Context: an optimization exercise on an open-source flow, tuned for small area. The choices shown serve that exercise and are no tape-out recipe. Only simulation tests tie the RTL to the original design; equivalence was not proved. Power and IR drop assume default switching activity.

==> flow/design.v <==
`timescale 1ns/1ps
module cache_system_2way (
    input             clk,
    input             rst,
    input      [10:0] addr,
    input             read,
    input      [31:0] mem_rdata,
    output     [31:0] read_data,
    output reg        l1_hit,
    output reg        l2_hit
);
    wire [2:0] tg2 = addr[10:8];     
    wire       b   = addr[7];        
    wire [2:0] s   = addr[6:4];      
    wire [3:0] i2  = addr[7:4];      
    reg [7:0]  m1, f1;               
    reg [15:0] m2, f2;               
    reg [95:0] pp;                   
    reg [23:0] po;                   
    reg [2:0] t2 [0:31];             
    reg [15:0] lb;                   
    reg [15:0] lw;                   
    reg [15:0] lo;                   
    reg [2:0] ot [0:7];              
    wire m1s = m1[s];
    wire f1s = f1[s];
    wire m2s = m2[i2];
    wire f2s = f2[i2];
    wire [11:0] pg = pp[s*12 +: 12];
    wire [2:0]  og = po[s*3 +: 3];
    wire [2:0] t2_0 = t2[{s, b, 1'b0}];
    wire [2:0] t2_1 = t2[{s, b, 1'b1}];
    wire tm0 = (t2_0 == tg2);
    wire tm1 = (t2_1 == tg2);
    wire h2_0 = f2s & tm0;
    wire h2_1 = (f2s | m2s) & tm1;
    wire hit2 = h2_0 | h2_1;
    wire otm = (ot[s] == tg2);
    wire lb0 = lb[{s, 1'b0}], lb1 = lb[{s, 1'b1}];
    wire lw0 = lw[{s, 1'b0}], lw1 = lw[{s, 1'b1}];
    wire lo0 = lo[{s, 1'b0}], lo1 = lo[{s, 1'b1}];
    wire h1_0 = f1s & (lb0 == b) & (lo0 ? otm : (lw0 ? tm1 : tm0));
    wire h1_1 = (f1s | m1s) & (lb1 == b) & (lo1 ? otm : (lw1 ? tm1 : tm0));
    wire hit1 = h1_0 | h1_1;
    wire v1 = ~m1s;                  
    wire v2 = ~m2s;                  
    wire u  = m1s;                   
    wire lo_h = h1_1 ? lo1 : lo0;
    wire lw_h = h1_1 ? lw1 : lw0;
    wire [2:0] slot_l1 = lo_h ? og : pg[{b, lw_h} * 3 +: 3];
    wire [2:0] slot_l2 = pg[{b, h2_1} * 3 +: 3];
    wire [2:0] slot_v  = pg[{b, v2} * 3 +: 3];
    wire lb_u = u ? lb1 : lb0;
    wire lw_u = u ? lw1 : lw0;
    wire lo_u = u ? lo1 : lo0;
    wire keep = (f1s | m1s) & ~lo_u & (lb_u == b) & (lw_u == v2);
    wire miss1 = read & ~hit1;
    wire miss2 = miss1 & ~hit2;
    wire [2:0] slot_w = keep ? og : slot_v;      
    reg [2:0] rg;                    
    reg [2:0] rk;                    
    always @(posedge clk or posedge rst) begin
        if (rst) begin
            m1 <= 8'd0;
            f1 <= 8'd0;
            m2 <= 16'd0;
            f2 <= 16'd0;
            pp <= {8{3'd3, 3'd2, 3'd1, 3'd0}};
            po <= {8{3'd4}};
            l1_hit <= 1'b0;
            l2_hit <= 1'b0;
            rg <= 3'd0;
            rk <= 3'd0;
        end else if (read) begin
            l1_hit <= hit1;
            l2_hit <= ~hit1 & hit2;
            rg <= s;
            if (hit1) begin
                m1[s] <= h1_1;
                rk <= slot_l1;
            end else begin
                m1[s] <= v1;
                f1[s] <= f1s | m1s;
                if (hit2) begin
                    rk <= slot_l2;
                end else begin
                    rk <= slot_w;
                    m2[i2] <= v2;
                    f2[i2] <= f2s | m2s;
                    if (keep) begin
                        pp[{s, b, v2} * 3 +: 3] <= og;
                        po[s*3 +: 3] <= slot_v;
                    end
                end
            end
        end
    end
    always @(posedge clk) begin
        if (miss1) begin
            lb[{s, v1}] <= b;
            lo[{s, v1}] <= 1'b0;
            lw[{s, v1}] <= hit2 ? h2_1 : v2;
        end
        if (miss2) begin
            t2[{s, b, v2}] <= tg2;
            if (keep) begin
                lo[{s, u}] <= 1'b1;
                ot[s] <= v2 ? t2_1 : t2_0;
            end
        end
    end
    wire [31:0] dq [0:39];
    assign read_data = dq[rg * 5 + rk];
    genvar g, k;
    generate
        for (g = 0; g < 8; g = g + 1) begin : g_grp
            for (k = 0; k < 5; k = k + 1) begin : g_slot
                reg [31:0] q;
                assign dq[g * 5 + k] = q;
                if (g == 0 && k == 0) begin : g_rst
                    always @(posedge clk or posedge rst)
                        if (rst)
                            q <= 32'd0;
                        else if (miss2 && s == g && slot_w == k)
                            q <= mem_rdata;
                end else begin : g_nrst
                    always @(posedge clk)
                        if (miss2 && s == g && slot_w == k)
                            q <= mem_rdata;
                end
            end
        end
    endgenerate
endmodule
Settings: LEC_CHECK=0, CAP_MARGIN=20, CORE_MARGIN=2, CORE_UTILIZATION=40, SLEW_MARGIN=20; clock period 10.0 ns.
run.sh (not shown) runs the stock make flow with config.mk's settings and CLKGATE_MAP_FILE= SYNTH_SCRIPT=/design/flow/synth_recipe.tcl, a recipe that flattens the netlist after the stock synthesis.
The first run finished clean.
Rerun with:
--- a/flow/design.v
+++ b/flow/design.v
@@ -14,22 +14,21 @@
     wire [2:0] s   = addr[6:4];      
     wire [3:0] i2  = addr[7:4];      
     reg [7:0]  m1, f1;               
     reg [15:0] m2, f2;               
     reg [95:0] pp;                   
-    reg [23:0] po;                   
     reg [2:0] t2 [0:31];             
     reg [15:0] lb;                   
     reg [15:0] lw;                   
     reg [15:0] lo;                   
     reg [2:0] ot [0:7];              
     wire m1s = m1[s];
     wire f1s = f1[s];
     wire m2s = m2[i2];
     wire f2s = f2[i2];
     wire [11:0] pg = pp[s*12 +: 12];
-    wire [2:0]  og = po[s*3 +: 3];
+    wire [2:0]  og = pg[2:0] ^ pg[5:3] ^ pg[8:6] ^ pg[11:9] ^ 3'd4;
     wire [2:0] t2_0 = t2[{s, b, 1'b0}];
     wire [2:0] t2_1 = t2[{s, b, 1'b1}];
     wire tm0 = (t2_0 == tg2);
     wire tm1 = (t2_1 == tg2);
     wire h2_0 = f2s & tm0;
@@ -64,15 +63,14 @@
             m1 <= 8'd0;
             f1 <= 8'd0;
             m2 <= 16'd0;
             f2 <= 16'd0;
             pp <= {8{3'd3, 3'd2, 3'd1, 3'd0}};
-            po <= {8{3'd4}};
             l1_hit <= 1'b0;
             l2_hit <= 1'b0;
             rg <= 3'd0;
-            rk <= 3'd0;
+            rk <= 3'd7;              
         end else if (read) begin
             l1_hit <= hit1;
             l2_hit <= ~hit1 & hit2;
             rg <= s;
             if (hit1) begin
@@ -85,14 +83,12 @@
                     rk <= slot_l2;
                 end else begin
                     rk <= slot_w;
                     m2[i2] <= v2;
                     f2[i2] <= f2s | m2s;
-                    if (keep) begin
+                    if (keep)
                         pp[{s, b, v2} * 3 +: 3] <= og;
-                        po[s*3 +: 3] <= slot_v;
-                    end
                 end
             end
         end
     end
     always @(posedge clk) begin
@@ -107,28 +103,27 @@
                 lo[{s, u}] <= 1'b1;
                 ot[s] <= v2 ? t2_1 : t2_0;
             end
         end
     end
+    reg [31:0] rd_or;
     wire [31:0] dq [0:39];
-    assign read_data = dq[rg * 5 + rk];
+    integer n;
+    always @(*) begin
+        rd_or = 32'd0;
+        for (n = 0; n < 40; n = n + 1)
+            rd_or = rd_or | ({32{rg == n / 5 && rk == n % 5}} & dq[n]);
+    end
+    assign read_data = rd_or;
     genvar g, k;
     generate
         for (g = 0; g < 8; g = g + 1) begin : g_grp
             for (k = 0; k < 5; k = k + 1) begin : g_slot
                 reg [31:0] q;
                 assign dq[g * 5 + k] = q;
-                if (g == 0 && k == 0) begin : g_rst
-                    always @(posedge clk or posedge rst)
-                        if (rst)
-                            q <= 32'd0;
-                        else if (miss2 && s == g && slot_w == k)
-                            q <= mem_rdata;
-                end else begin : g_nrst
-                    always @(posedge clk)
-                        if (miss2 && s == g && slot_w == k)
-                            q <= mem_rdata;
-                end
+                always @(posedge clk)
+                    if (miss2 && s == g && slot_w == k)
+                        q <= mem_rdata;
             end
         end
     endgenerate
 endmodule
After rerunning: Worst hold slack gets worse by 0.012 ns; cell area fell by 2.5%; synthesized cell count is lower by 4.5%; wire length decreases by 2.5%; core utilization falls by 0.26 points; sequential share of layout area came out higher by 1.0 points; setup slack improved by 0.88 ns; total power went down by 10%; cell count went down by 3.7%; global-route usage hardly moves.

[afterwards: timing with drivers on the ports]
In the flow no input, the clock included, has a driving cell. The finished layouts below were timed again as built, in two steps.
Step 1 assumes that a clkbuf_16 drives the clock port and a buf_2 every other input.
Step 2 also shifts input and output timing later by t, the mid clock arrival at the registers, as if the neighbouring blocks saw the same clock.
Three values: ideal, step 1, step 2; two values: the first two.
run | t, ns | slack for setup (ns) | worst hold slack (ns)
the first run | 0.879 | 1.486 / 1.404 / 1.878 | 0.458 / 0.458 / 0.458
the second run | 0.855 | 2.366 / 2.320 / 1.465 | 0.446 / 0.446 / 0.446
After both steps setup and hold are still met in every run listed. For the second run, which loses most, drivers alone change the setup slack by -0.046 ns; drivers and shift together by -0.901 ns.
